This is an optimization exercise on Yosys and OpenROAD, whose aim is small area and a short achievable clock period, not a production implementation. Function was checked by simulation only, so behaviour that the tests miss may differ from the original.

## flow/design.v (module list and top-level ports; edited modules follow where they fit)
// module atan_poly: 266 lines
// module sqrt_lut: 32778 lines
// module cal_abs_angle: 116 lines
module cal_abs_angle(
    input           clk     ,
    input [7:0]     real_i  ,
    input [7:0]     imag_i  ,
    input           val_i   ,
    output [7:0]    abs_o   ,
    output [15:0]   angle_o ,
    output          val_o
    );
  // ...
==> flow/run.sh <==
#!/bin/bash
# synth_recipe.tcl (not shown) runs the flow's synth.tcl, then flattens the netlist and writes it again
# the make line also repeats each setting of config.mk as NAME=value (left out here)
make -C /OpenROAD-flow-scripts/flow DESIGN_CONFIG=/design/flow/config.mk WORK_HOME=/design/flow/orfs CLKGATE_MAP_FILE= SYNTH_SCRIPT=/design/flow/synth_recipe.tcl finish
==> flow/config.mk <==
export PLATFORM = sky130hd
export DESIGN_NAME = cal_abs_angle
export DESIGN_NICKNAME = cal_abs_angle
export VERILOG_FILES = /design/flow/design.v
export SDC_FILE = /design/flow/constraint.sdc
export NUM_CORES = 4
export LEC_CHECK = 0
export CAP_MARGIN = 20
export CORE_MARGIN = 2
export CORE_UTILIZATION = 40
export SLEW_MARGIN = 20
export SYNTH_MEMORY_MAX_BITS = 262144
==> flow/constraint.sdc <==
create_clock -name core_clock -period 28.0 [get_ports {clk}]
set_input_delay 5.6000 -clock core_clock [delete_from_list [all_inputs] [get_ports {clk}]]
set_output_delay 5.6000 -clock core_clock [all_outputs]
set_load 0.01 [all_outputs]
==> flow_summary_export.csv, run 1 <==
group,metric,value,unit
outcome,status,"complete, no violations",
drt,vias,19581,
yosys,yosysTopAreaCellShare,0.1815,
placed_design,place.gp.congestion,0.9364,
grt,grt_max_degree,77,
yosys,synth-seq-cells,172,
final_layout,nMultiInputCombCells,2027,
yosys,yosys.area_share.adder,0.1811,
grt,gr-total-overflow,0,
yosys,ys.flop_type,"dfxtp_1",
setup_path,cp-start-kind,"register",
setup_path,r2r_slack,18630,ps
drt,met2_length,29.29,mm
yosys,synth_top_family_by_area,"compound AO/OA/AOI/OAI gates",
final_layout,clock_buffers,17,
timing,setup_viol,0,
grt,grt_use_met3,0.05924,
timing,finClkSkew,21.91,ps
final_layout,area_growth,7.295,%
floorplan,core_area,46650,sq um
yosys,synth_edf_count,0,
final_layout,nonClockBufferCount,79,
setup_path,r2r-end,"p[1]$_SDFF_PP1_",
yosys,netlist_instances,2559,
floorplan,rows,79,
final_layout,largest-register,"ang7",
==> module cal_abs_angle, before the edit <==
module cal_abs_angle(
    input           clk     ,
    input [7:0]     real_i  ,
    input [7:0]     imag_i  ,
    input           val_i   ,
    output [7:0]    abs_o   ,
    output [15:0]   angle_o ,
    output          val_o
    );
    reg [7:0] val_r;
    always @(posedge clk) val_r <= {val_r[6:0], val_i};
    assign val_o = val_r[7];
    reg [7:0] re1, im1, re2, im2, re3, im3;
    always @(posedge clk) begin
        re1 <= real_i; im1 <= imag_i;
        re2 <= re1;    im2 <= im1;
        re3 <= re2;    im3 <= im2;
    end
    wire       rs = re3[7];
    wire       is = im3[7];
    wire [7:0] a  = rs ? -re3 : re3;
    wire [7:0] b  = is ? -im3 : im3;
    wire       rz = (re3 == 8'd0);
    wire       iz = (im3 == 8'd0);
    wire       ge = (a >= b);
    wire       eq = (a == b);
    wire       ds = (rs ^ is) & ~iz & ~rz;
    reg  [2:0] cs_a;
    always @(*) begin
        if (rz & iz)       cs_a = 3'd0;
        else if (ge)       cs_a = ds ? (rs ? 3'd2 : 3'd3) : (rs ? 3'd0 : 3'd1);
        else               cs_a = (~ds & ~(rz & is)) ? (rs ? 3'd4 : 3'd5) : (rs ? 3'd6 : 3'd7);
    end
    wire [7:0] mn = ge ? b : a;
    wire [7:0] mx = ge ? a : b;
    wire       q7_a = eq & ~rz;
    wire [7:0] r0   = eq ? 8'd0 : mn;
    wire [7:0] d_a  = {mx[7:1], mx[0] | (rz & iz)};
    wire [8:0] t6   = {r0, 1'b0} - {1'b0, d_a};
    wire       q6_a = ~t6[8];
    wire [7:0] r1_a = q6_a ? t6[7:0] : {r0[6:0], 1'b0};
    wire [14:0] s_a = a * a + b * b;
    reg [14:0] s4;
    reg [7:0]  rem4, d4;
    reg [1:0]  q4;
    reg [2:0]  cs4;
    always @(posedge clk) begin
        s4   <= s_a;
        rem4 <= r1_a;
        d4   <= d_a;
        q4   <= {q7_a, q6_a};
        cs4  <= cs_a;
    end
    wire [7:0] abs_b;
    sqrt_lut sqrt_lut_inst(.s(s4), .v(abs_b));
    wire [8:0] t5 = {rem4, 1'b0} - {1'b0, d4};
    wire       q5 = ~t5[8];
    wire [7:0] u5 = q5 ? t5[7:0] : {rem4[6:0], 1'b0};
    wire [8:0] t4 = {u5, 1'b0} - {1'b0, d4};
    wire       q4b = ~t4[8];
    wire [7:0] u4 = q4b ? t4[7:0] : {u5[6:0], 1'b0};
    wire [8:0] t3 = {u4, 1'b0} - {1'b0, d4};
    wire       q3 = ~t3[8];
    wire [7:0] u3 = q3 ? t3[7:0] : {u4[6:0], 1'b0};
    reg [7:0] abs5, rem5, d5;
    reg [4:0] q5r;
    reg [2:0] cs5;
    always @(posedge clk) begin
        abs5 <= abs_b;
        rem5 <= u3;
        d5   <= d4;
        q5r  <= {q4, q5, q4b, q3};
        cs5  <= cs4;
    end
    wire [8:0] t2 = {rem5, 1'b0} - {1'b0, d5};
    wire       q2 = ~t2[8];
    wire [7:0] u2 = q2 ? t2[7:0] : {rem5[6:0], 1'b0};
    wire [8:0] t1 = {u2, 1'b0} - {1'b0, d5};
    wire       q1 = ~t1[8];
    wire [7:0] u1 = q1 ? t1[7:0] : {u2[6:0], 1'b0};
    wire [8:0] t0 = {u1, 1'b0} - {1'b0, d5};
    wire       q0 = ~t0[8];
    reg [7:0] abs6, q6r;
    reg [2:0] cs6;
    always @(posedge clk) begin
        abs6 <= abs5;
        q6r  <= {q5r, q2, q1, q0};
        cs6  <= cs5;
    end
    wire [12:0] p;
    atan_poly atan_poly_inst(.q(q6r), .p(p));
    wire [15:0] ps = {{3{p[12]}}, p};
    localparam [15:0] PI   = 16'd12868;
    localparam [15:0] PI_2 = 16'd6434;
    reg [15:0] ang_d;
    always @(*) begin
        case (cs6)
            3'd0: ang_d =  ps - PI;
            3'd1: ang_d =  ps;
            3'd2: ang_d =  PI - ps;
            3'd3: ang_d = -ps;
            3'd4: ang_d = -ps - PI_2;
            3'd5: ang_d =  PI_2 - ps;
            3'd6: ang_d =  ps + PI_2;
            default: ang_d = ps - PI_2;
        endcase
    end
    reg [7:0]  abs7;
    reg [15:0] ang7;
    always @(posedge clk) begin
        abs7 <= abs6;
        ang7 <= ang_d;
    end
    assign abs_o   = abs7;
    assign angle_o = ang7;
endmodule
==> run 2: changes to the inputs <==
--- a/flow/design.v
+++ b/flow/design.v
@@ -33056,3 +33056,3 @@
     assign val_o = val_r[7];
-    reg [7:0] re1, im1, re2, im2, re3, im3;
+    reg [7:0] re1, im1, re2, im2;
     always @(posedge clk) begin
@@ -33060,12 +33060,11 @@
         re2 <= re1;    im2 <= im1;
-        re3 <= re2;    im3 <= im2;
     end
-    wire       rs = re3[7];
-    wire       is = im3[7];
-    wire [7:0] a  = rs ? -re3 : re3;
-    wire [7:0] b  = is ? -im3 : im3;
-    wire       rz = (re3 == 8'd0);
-    wire       iz = (im3 == 8'd0);
+    wire       rs = re2[7];
+    wire       is = im2[7];
+    wire [7:0] a  = rs ? -re2 : re2;
+    wire [7:0] b  = is ? -im2 : im2;
+    wire       rz = (re2 == 8'd0);
+    wire       iz = (im2 == 8'd0);
     wire       ge = (a >= b);
-    wire       eq = (a == b);
+    wire       eq = (re2 == im2) | (re2 == -im2);
     wire       ds = (rs ^ is) & ~iz & ~rz;
@@ -33085,44 +33084,130 @@
     wire [7:0] r1_a = q6_a ? t6[7:0] : {r0[6:0], 1'b0};
-    wire [14:0] s_a = a * a + b * b;
-    reg [14:0] s4;
-    reg [7:0]  rem4, d4;
-    reg [1:0]  q4;
-    reg [2:0]  cs4;
-    always @(posedge clk) begin
-        s4   <= s_a;
-        rem4 <= r1_a;
-        d4   <= d_a;
-        q4   <= {q7_a, q6_a};
-        cs4  <= cs_a;
+    wire sq_0 = b[3] ^ (b[2] & b[3]) ^ (b[1] & b[4]);
+    wire sq_1 = (b[3] & (b[2] & b[3])) | (b[3] & (b[1] & b[4])) | ((b[2] & b[3]) & (b[1] & b[4]));
+    wire sq_2 = (b[2] & b[4]) ^ (b[1] & b[5]);
+    wire sq_3 = (b[2] & b[4]) & (b[1] & b[5]);
+    wire sq_4 = b[4] ^ (b[3] & b[4]) ^ (b[2] & b[5]);
+    wire sq_5 = (b[4] & (b[3] & b[4])) | (b[4] & (b[2] & b[5])) | ((b[3] & b[4]) & (b[2] & b[5]));
+    wire sq_6 = (b[1] & b[6]) ^ a[4];
+    wire sq_7 = (b[1] & b[6]) & a[4];
+    wire sq_8 = b[2] ^ (b[1] & b[2]) ^ (b[0] & b[3]);
+    wire sq_9 = (b[2] & (b[1] & b[2])) | (b[2] & (b[0] & b[3])) | ((b[1] & b[2]) & (b[0] & b[3]));
+    wire sq_10 = (b[1] & b[3]) ^ (b[0] & b[4]);
+    wire sq_11 = (b[1] & b[3]) & (b[0] & b[4]);
+    wire sq_12 = (b[0] & b[5]) ^ a[3] ^ (a[2] & a[3]);
+    wire sq_13 = ((b[0] & b[5]) & a[3]) | ((b[0] & b[5]) & (a[2] & a[3])) | (a[3] & (a[2] & a[3]));
+    wire sq_14 = (a[1] & a[4]) ^ (a[0] & a[5]);
+    wire sq_15 = (a[1] & a[4]) & (a[0] & a[5]);
+    wire sq_16 = sq_1 ^ (b[0] & b[6]) ^ (a[2] & a[4]);
+    wire sq_17 = (sq_1 & (b[0] & b[6])) | (sq_1 & (a[2] & a[4])) | ((b[0] & b[6]) & (a[2] & a[4]));
+    wire sq_18 = (a[1] & a[5]) ^ (a[0] & a[6]) ^ sq_2;
+    wire sq_19 = ((a[1] & a[5]) & (a[0] & a[6])) | ((a[1] & a[5]) & sq_2) | ((a[0] & a[6]) & sq_2);
+    wire sq_20 = sq_3 ^ (a[3] & a[4]) ^ (a[2] & a[5]);
+    wire sq_21 = (sq_3 & (a[3] & a[4])) | (sq_3 & (a[2] & a[5])) | ((a[3] & a[4]) & (a[2] & a[5]));
+    wire sq_22 = (a[1] & a[6]) ^ sq_4 ^ sq_6;
+    wire sq_23 = ((a[1] & a[6]) & sq_4) | ((a[1] & a[6]) & sq_6) | (sq_4 & sq_6);
+    wire sq_24 = sq_7 ^ sq_5 ^ (b[3] & b[5]);
+    wire sq_25 = (sq_7 & sq_5) | (sq_7 & (b[3] & b[5])) | (sq_5 & (b[3] & b[5]));
+    wire sq_26 = (b[2] & b[6]) ^ (a[3] & a[5]) ^ (a[2] & a[6]);
+    wire sq_27 = ((b[2] & b[6]) & (a[3] & a[5])) | ((b[2] & b[6]) & (a[2] & a[6])) | ((a[3] & a[5]) & (a[2] & a[6]));
+    wire sq_28 = b[5] ^ (b[4] & b[5]) ^ (b[3] & b[6]);
+    wire sq_29 = (b[5] & (b[4] & b[5])) | (b[5] & (b[3] & b[6])) | ((b[4] & b[5]) & (b[3] & b[6]));
+    wire sq_30 = a[5] ^ (a[4] & a[5]) ^ (a[3] & a[6]);
+    wire sq_31 = (a[5] & (a[4] & a[5])) | (a[5] & (a[3] & a[6])) | ((a[4] & a[5]) & (a[3] & a[6]));
+    wire sq_32 = b[1] ^ (b[0] & b[1]);
+    wire sq_33 = b[1] & (b[0] & b[1]);
+    wire sq_34 = a[2] ^ (a[1] & a[2]);
+    wire sq_35 = a[2] & (a[1] & a[2]);
+    wire sq_36 = sq_9 ^ (a[1] & a[3]) ^ (a[0] & a[4]);
+    wire sq_37 = (sq_9 & (a[1] & a[3])) | (sq_9 & (a[0] & a[4])) | ((a[1] & a[3]) & (a[0] & a[4]));
+    wire sq_38 = sq_11 ^ sq_0 ^ sq_12;
+    wire sq_39 = (sq_11 & sq_0) | (sq_11 & sq_12) | (sq_0 & sq_12);
+    wire sq_40 = sq_15 ^ sq_13 ^ sq_16;
+    wire sq_41 = (sq_15 & sq_13) | (sq_15 & sq_16) | (sq_13 & sq_16);
+    wire sq_42 = sq_19 ^ sq_17 ^ sq_20;
+    wire sq_43 = (sq_19 & sq_17) | (sq_19 & sq_20) | (sq_17 & sq_20);
+    wire sq_44 = sq_23 ^ sq_21 ^ sq_24;
+    wire sq_45 = (sq_23 & sq_21) | (sq_23 & sq_24) | (sq_21 & sq_24);
+    wire sq_46 = sq_27 ^ sq_25 ^ sq_28;
+    wire sq_47 = (sq_27 & sq_25) | (sq_27 & sq_28) | (sq_25 & sq_28);
+    wire sq_48 = sq_31 ^ sq_29 ^ (b[4] & b[6]);
+    wire sq_49 = (sq_31 & sq_29) | (sq_31 & (b[4] & b[6])) | (sq_29 & (b[4] & b[6]));
+    wire sq_50 = b[6] ^ (b[5] & b[6]) ^ a[6];
+    wire sq_51 = (b[6] & (b[5] & b[6])) | (b[6] & a[6]) | ((b[5] & b[6]) & a[6]);
+    wire sq_52 = a[1] ^ (a[0] & a[1]);
+    wire sq_53 = a[1] & (a[0] & a[1]);
+    wire sq_54 = sq_33 ^ (b[0] & b[2]) ^ (a[0] & a[2]);
+    wire sq_55 = (sq_33 & (b[0] & b[2])) | (sq_33 & (a[0] & a[2])) | ((b[0] & b[2]) & (a[0] & a[2]));
+    wire sq_56 = (a[0] & a[3]) ^ sq_8 ^ sq_34;
+    wire sq_57 = ((a[0] & a[3]) & sq_8) | ((a[0] & a[3]) & sq_34) | (sq_8 & sq_34);
+    wire sq_58 = sq_35 ^ sq_10 ^ sq_36;
+    wire sq_59 = (sq_35 & sq_10) | (sq_35 & sq_36) | (sq_10 & sq_36);
+    wire sq_60 = sq_37 ^ sq_14 ^ sq_38;
+    wire sq_61 = (sq_37 & sq_14) | (sq_37 & sq_38) | (sq_14 & sq_38);
+    wire sq_62 = sq_39 ^ sq_18 ^ sq_40;
+    wire sq_63 = (sq_39 & sq_18) | (sq_39 & sq_40) | (sq_18 & sq_40);
+    wire sq_64 = sq_41 ^ sq_22 ^ sq_42;
+    wire sq_65 = (sq_41 & sq_22) | (sq_41 & sq_42) | (sq_22 & sq_42);
+    wire sq_66 = sq_43 ^ sq_26 ^ sq_44;
+    wire sq_67 = (sq_43 & sq_26) | (sq_43 & sq_44) | (sq_26 & sq_44);
+    wire sq_68 = sq_45 ^ sq_30 ^ sq_46;
+    wire sq_69 = (sq_45 & sq_30) | (sq_45 & sq_46) | (sq_30 & sq_46);
+    wire sq_70 = sq_47 ^ (a[4] & a[6]) ^ sq_48;
+    wire sq_71 = (sq_47 & (a[4] & a[6])) | (sq_47 & sq_48) | ((a[4] & a[6]) & sq_48);
+    wire sq_72 = sq_49 ^ (a[5] & a[6]) ^ sq_50;
+    wire sq_73 = (sq_49 & (a[5] & a[6])) | (sq_49 & sq_50) | ((a[5] & a[6]) & sq_50);
+    wire [14:0] s_r0 = {a[7], sq_51, sq_72, sq_70, sq_68, sq_66, sq_64, sq_62, sq_60, sq_58, sq_56, sq_54, sq_52, 1'b0, a[0]};
+    wire [14:0] s_r1 = {b[7], sq_73, sq_71, sq_69, sq_67, sq_65, sq_63, sq_61, sq_59, sq_57, sq_55, sq_53, sq_32, 1'b0, b[0]};
+    wire [14:0] s_a  = s_r0 + s_r1;
+    reg [14:0] s3;
+    reg [7:0]  rem3, d3;
+    reg [1:0]  q3;
+    reg [2:0]  cs3;
+    always @(posedge clk) begin
+        s3   <= s_a;
+        rem3 <= r1_a;
+        d3   <= d_a;
+        q3   <= {q7_a, q6_a};
+        cs3  <= cs_a;
     end
     wire [7:0] abs_b;
-    sqrt_lut sqrt_lut_inst(.s(s4), .v(abs_b));
-    wire [8:0] t5 = {rem4, 1'b0} - {1'b0, d4};
-    wire       q5 = ~t5[8];
-    wire [7:0] u5 = q5 ? t5[7:0] : {rem4[6:0], 1'b0};
-    wire [8:0] t4 = {u5, 1'b0} - {1'b0, d4};
-    wire       q4b = ~t4[8];
-    wire [7:0] u4 = q4b ? t4[7:0] : {u5[6:0], 1'b0};
-    wire [8:0] t3 = {u4, 1'b0} - {1'b0, d4};
-    wire       q3 = ~t3[8];
-    wire [7:0] u3 = q3 ? t3[7:0] : {u4[6:0], 1'b0};
+    sqrt_lut sqrt_lut_inst(.s(s3), .v(abs_b));
+    wire [8:0] tb1 = {rem3, 1'b0} - {1'b0, d3};
+    wire       qb1 = ~tb1[8];
+    wire [7:0] ub1 = qb1 ? tb1[7:0] : {rem3[6:0], 1'b0};
+    wire [8:0] tb2 = {ub1, 1'b0} - {1'b0, d3};
+    wire       qb2 = ~tb2[8];
+    wire [7:0] ub2 = qb2 ? tb2[7:0] : {ub1[6:0], 1'b0};
+    reg [7:0] abs4, rem4, d4;
+    reg [3:0] q4;
+    reg [2:0] cs4;
+    always @(posedge clk) begin
+        abs4 <= abs_b;
+        rem4 <= ub2;
+        d4   <= d3;
+        q4   <= {q3, qb1, qb2};
+        cs4  <= cs3;
+    end
+    wire [8:0] tc1 = {rem4, 1'b0} - {1'b0, d4};
+    wire       qc1 = ~tc1[8];
+    wire [7:0] uc1 = qc1 ? tc1[7:0] : {rem4[6:0], 1'b0};
+    wire [8:0] tc2 = {uc1, 1'b0} - {1'b0, d4};
+    wire       qc2 = ~tc2[8];
+    wire [7:0] uc2 = qc2 ? tc2[7:0] : {uc1[6:0], 1'b0};
     reg [7:0] abs5, rem5, d5;
-    reg [4:0] q5r;
+    reg [5:0] q5;
     reg [2:0] cs5;
     always @(posedge clk) begin
-        abs5 <= abs_b;
-        rem5 <= u3;
+        abs5 <= abs4;
+        rem5 <= uc2;
         d5   <= d4;
-        q5r  <= {q4, q5, q4b, q3};
+        q5   <= {q4, qc1, qc2};
         cs5  <= cs4;
     end
-    wire [8:0] t2 = {rem5, 1'b0} - {1'b0, d5};
-    wire       q2 = ~t2[8];
-    wire [7:0] u2 = q2 ? t2[7:0] : {rem5[6:0], 1'b0};
-    wire [8:0] t1 = {u2, 1'b0} - {1'b0, d5};
-    wire       q1 = ~t1[8];
-    wire [7:0] u1 = q1 ? t1[7:0] : {u2[6:0], 1'b0};
-    wire [8:0] t0 = {u1, 1'b0} - {1'b0, d5};
-    wire       q0 = ~t0[8];
-    reg [7:0] abs6, q6r;
+    wire [8:0] td1 = {rem5, 1'b0} - {1'b0, d5};
+    wire       qd1 = ~td1[8];
+    wire [7:0] ud1 = qd1 ? td1[7:0] : {rem5[6:0], 1'b0};
+    wire [8:0] td2 = {ud1, 1'b0} - {1'b0, d5};
+    wire       qd2 = ~td2[8];
+    reg [7:0] abs6, q6;
     reg [2:0] cs6;
@@ -33130,3 +33215,3 @@
         abs6 <= abs5;
-        q6r  <= {q5r, q2, q1, q0};
+        q6   <= {q5, qd1, qd2};
         cs6  <= cs5;
@@ -33134,19 +33219,16 @@
     wire [12:0] p;
-    atan_poly atan_poly_inst(.q(q6r), .p(p));
-    wire [15:0] ps = {{3{p[12]}}, p};
-    localparam [15:0] PI   = 16'd12868;
-    localparam [15:0] PI_2 = 16'd6434;
-    reg [15:0] ang_d;
+    atan_poly atan_poly_inst(.q(q6), .p(p));
+    wire        neg = (cs6 == 3'd2) | (cs6 == 3'd3) | (cs6 == 3'd4) | (cs6 == 3'd5);
+    reg  [15:0] off;
     always @(*) begin
         case (cs6)
-            3'd0: ang_d =  ps - PI;
-            3'd1: ang_d =  ps;
-            3'd2: ang_d =  PI - ps;
-            3'd3: ang_d = -ps;
-            3'd4: ang_d = -ps - PI_2;
-            3'd5: ang_d =  PI_2 - ps;
-            3'd6: ang_d =  ps + PI_2;
-            default: ang_d = ps - PI_2;
+            3'd0: off = -16'd12868;
+            3'd2: off =  16'd12868;
+            3'd4, 3'd7: off = -16'd6434;
+            3'd5, 3'd6: off =  16'd6434;
+            default: off = 16'd0;
         endcase
     end
+    wire [15:0] px = {{3{p[12]}}, p} ^ {16{neg}};
+    wire [15:0] ang_e = off + px + {15'd0, neg};
     reg [7:0]  abs7;
@@ -33155,3 +33237,3 @@
         abs7 <= abs6;
-        ang7 <= ang_d;
+        ang7 <= ang_e;
     end
--- a/flow/config.mk
+++ b/flow/config.mk
@@ -11,2 +11,2 @@
 export SLEW_MARGIN = 20
-export SYNTH_MEMORY_MAX_BITS = 262144
+export SYNTH_MEMORY_MAX_BITS = 65536
==> run 2 against run 1 <==
The flow now stops in synthesis.
==> flow_summary_export.csv, run 2 <==
group,metric,value,unit
outcome,status,"did not finish",
outcome,haltStage,"synthesis",
outcome,error_line,"ERROR: TCL interpreter returned an error: Source files actually used in the design:",
yosys,yosys_warnings,3,
==> run 3: changes to the inputs <==
--- a/flow/config.mk
+++ b/flow/config.mk
@@ -11,2 +11,2 @@
 export SLEW_MARGIN = 20
-export SYNTH_MEMORY_MAX_BITS = 65536
+export SYNTH_MEMORY_MAX_BITS = 262144
==> run 3 against run 2 <==
Now clean on timing, DRC and antenna.
==> flow_summary_export.csv, run 3 <==
group,metric,value,unit
floorplan,ioPinCount,43,
yosys,netlist_instances,2187,
yosys,yosys-top-cells-count,"242 x nor2_1, 207 x a21oi_1, 190 x nand2_1",
min_path,min_path_cells,0,
grt,antenna_found_initial,1,
yosys,yosysSeqAreaShare,0.2291,
final_layout,ff_latch_area,3775,sq um
timing,setup_viol,0,
yosys,synth.most_common_cell,"nor2_1",
drt,drc_errors,0,
clock_tree,clk_pin_slew,80,ps
yosys,ys_async_sr_fraction,0,
final_layout,num-fill-cells,4091,
clock_tree,clkLatencyLatePin,490,ps
timing,worstMarginPinSlew,1095,ps
yosys,synth_edf_count,0,
timing,clock.fmax,144.3,MHz
yosys,synth.area.top_cells,"dfxtp_1 23%, ha_1 9.9%, a21oi_1 6.3%",
setup_path,reg2reg_depth,21,
drt,drt_first_pass_iters,6,
final_layout,fin_cells,2673,
placed_design,dp.final_hpwl,39.09,mm
clock_tree,ctsHoldBuffers,0,
final_layout,area_growth,8.295,%
setup_path,criticalPathCategory,"reg2out",
setup_path,cp-start-kind,"register",
timing,setup_slack,21070,ps
final_layout,drive_gt1_frac,0.05511,
setup_path,worst-path-buf-inv,1,
timing,report.final.slew_viol_count,0,
floorplan,fp.dieH,206.7,um
placed_design,place.gp.congestion,0.9898,
yosys,avgSynthCellArea,7.511,sq um
final_layout,fin_util,0.4377,
setup_path,r2r-end,"rem3[6]$_DFF_P_",
yosys,ys.flop_type,"dfxtp_1",
drt,drt-total-wl,55.67,mm
clock_tree,cts_tree,"yes",
clock_tree,cts_setup_buffers,0,
setup_path,r2r_slack,21260,ps
timing,rsz0062_at_grt,"false",
setup_path,crit_family,"buffers and inverters",
setup_path,path_cells,"clkdlybuf4s50_1",
job,maxCapViolations,0,
clock_tree,post_cts_resized,0,
grt,first_global_vias,15826,
grt,grt_max_degree,79,
grt,gr-total-overflow,0,
placed_design,place_ws,21310,ps
timing,finClkSkew,10.40,ps
grt,grt_pass1_wl,87.95,mm
final_layout,largest-register,"ang7",
floorplan,core_area,40650,sq um
setup_path,endpoint_kind,"output port",
min_path,worstHoldPathType,"reg2reg",
clock_tree,cts-root-buf,"clkbuf_16",
yosys,yosys.cell_types.count,93,
timing,hold_viol,0,
clock_tree,numClockSinks,188,
final_layout,diodes,0,
min_path,hold_end,"abs6[4]$_DFF_P_",
floorplan,start_util,0.4041,
yosys,yosysTopAreaCellShare,0.2291,
drt,final_antenna_net_count,0,
yosys,synth-seq-cells,188,
setup_path,cp_max_fo,1,
setup_path,r2r_start,"im2[0]$_DFF_P_",
min_path,hp-start,"abs5[4]$_DFF_P_",
setup_path,critPathMaxStageDelay,530,ps
floorplan,rows,74,
drt,vias,16710,
yosys,syn_area,16430,sq um
yosys,synth_largest_area_cell,"dfxtp_1",
yosys,yosys_warnings,3,
timing,finalSetupTns,0,ps
placed_design,placed_cells,2641,
setup_path,cp.arrival,1330,ps
clock_tree,htree_levels,4,
setup_path,slowest_stage,"clkdlybuf4s50_1",
drt,viasPerCell,6.251,
placed_design,portBuffers,42,
drt,drtIter0Drc,2320,
timing,fin_crit_sh,0.2474,
timing,relSlewSlack,0.2635,
final_layout,layout_common_cells,"242 x nor2_1, 207 x a21oi_1, 190 x nand2_1, 182 x o21ai_0, 181 x dfxtp_1",
timing,layout_min_cycle_time,6929,ps
drt,post_drt_wl_per_cell,20.83,um
setup_path,required,22400,ps
final_layout,fin_nets,2305,
clock_tree,tritoncts.num_buffers,17,
final_layout,largest_register_ffs,16,
final_layout,multi_input_area,11670,sq um
floorplan,die_w,206.7,um
grt,grt_usage,0.2614,
floorplan,fp.dieArea,42700,sq um
final_layout,final_common_cell,"nor2_1",
clock_tree,cts_max_path_buffers,2,
outcome,status,"complete, no violations",
==> run 3: worst max path at each step <==
stage	start	endpoint	slack [ps]	cells past startpoint
after CTS	ang7[13]$_DFF_P_	angle_o[13]	21020	1
after global placement	ang7[11]$_DFF_P_	angle_o[11]	21580	1
after detailed placement	im2[0]$_DFF_P_	rem3[6]$_DFF_P_	21310	21
after floorplan	abs7[0]$_DFF_P_	abs_o[0]	22070	0
after global routing	im2[0]$_DFF_P_	rem3[5]$_DFF_P_	20760	22
final	abs7[2]$_DFF_P_	abs_o[2]	21070	1
==> run 3: final cells by class <==
| type | count | share of cell area |
|---|---|---|
| clock inverters | 14 | 0.01027 |
| inverters | 105 | 0.02215 |
| clock buffers | 18 | 0.02469 |
| repair buffers | 74 | 0.03714 |
| flip-flops and latches | 188 | 0.2122 |
| multi-input cells | 1742 | 0.6561 |
| well taps | 532 | 0.03742 |
==> run 3: metrics by stage <==
| stage | cell area (sq um) | hold WS [ps] |
|---|---|---|
| final | 17790 | 328.5 |
| after detailed placement | 17170 | 312.1 |
| after global routing | 17790 | 333.5 |
| after global placement | 17170 | 309.9 |
| after CTS | 17790 | 330.4 |
| after floorplan | 16430 | 309.6 |
==> run 3: cells by family after synthesis <==
logic type / Yosys count / synth area share
AOI/OAI and AO/OA: 771 / 0.3033
xor gates and xnor gates: 113 / 0.06322
adders and majority gates: 160 / 0.1350
buffers and inverters: 257 / 0.06032
DFF: 188 / 0.2291
muxes: 34 / 0.02544
and+or+nand+nor: 664 / 0.1836
==> run 3: layer usage <==
layer / vias up / track usage / routed length, um
li1: 7795 / - / -
met1: 7705 / 0.3396 / 22560
met2: 1001 / 0.3976 / 24550
met3: 209 / 0.06421 / 5810
met4: 0 / 0.1426 / 2752
met5: - / 0 / 0

## re-timing with driven ports
No port has a modelled driver above. Below, the same layouts with a new extraction and two added sets of constraints. Step 1: set_driving_cell puts a clkbuf_16 on clk and a buf_2 on each other input, an assumption about the parent block. Step 2 times the ports against the registers' clock, not the clock port: input delays grow and output delays shrink by t, the midpoint of the rising clock arrivals with the driver on. a / b / c = no drivers / after step 1 / after step 2; a / b = the first two.
run | t, ns | setup WS [ns] | worst hold slack (ns) | worst slew at a driven data input, ns | cell pins on the clock port's net
run 1 | 0.526 | 18.629 / 18.629 / 18.629 | 0.318 / 0.318 / 0.318 | 0.04 | 1
run 3 | 0.528 | 21.072 / 21.024 / 21.259 | 0.328 / 0.328 / 0.328 | 0.04 | 1
After both steps every run listed still meets setup and hold.
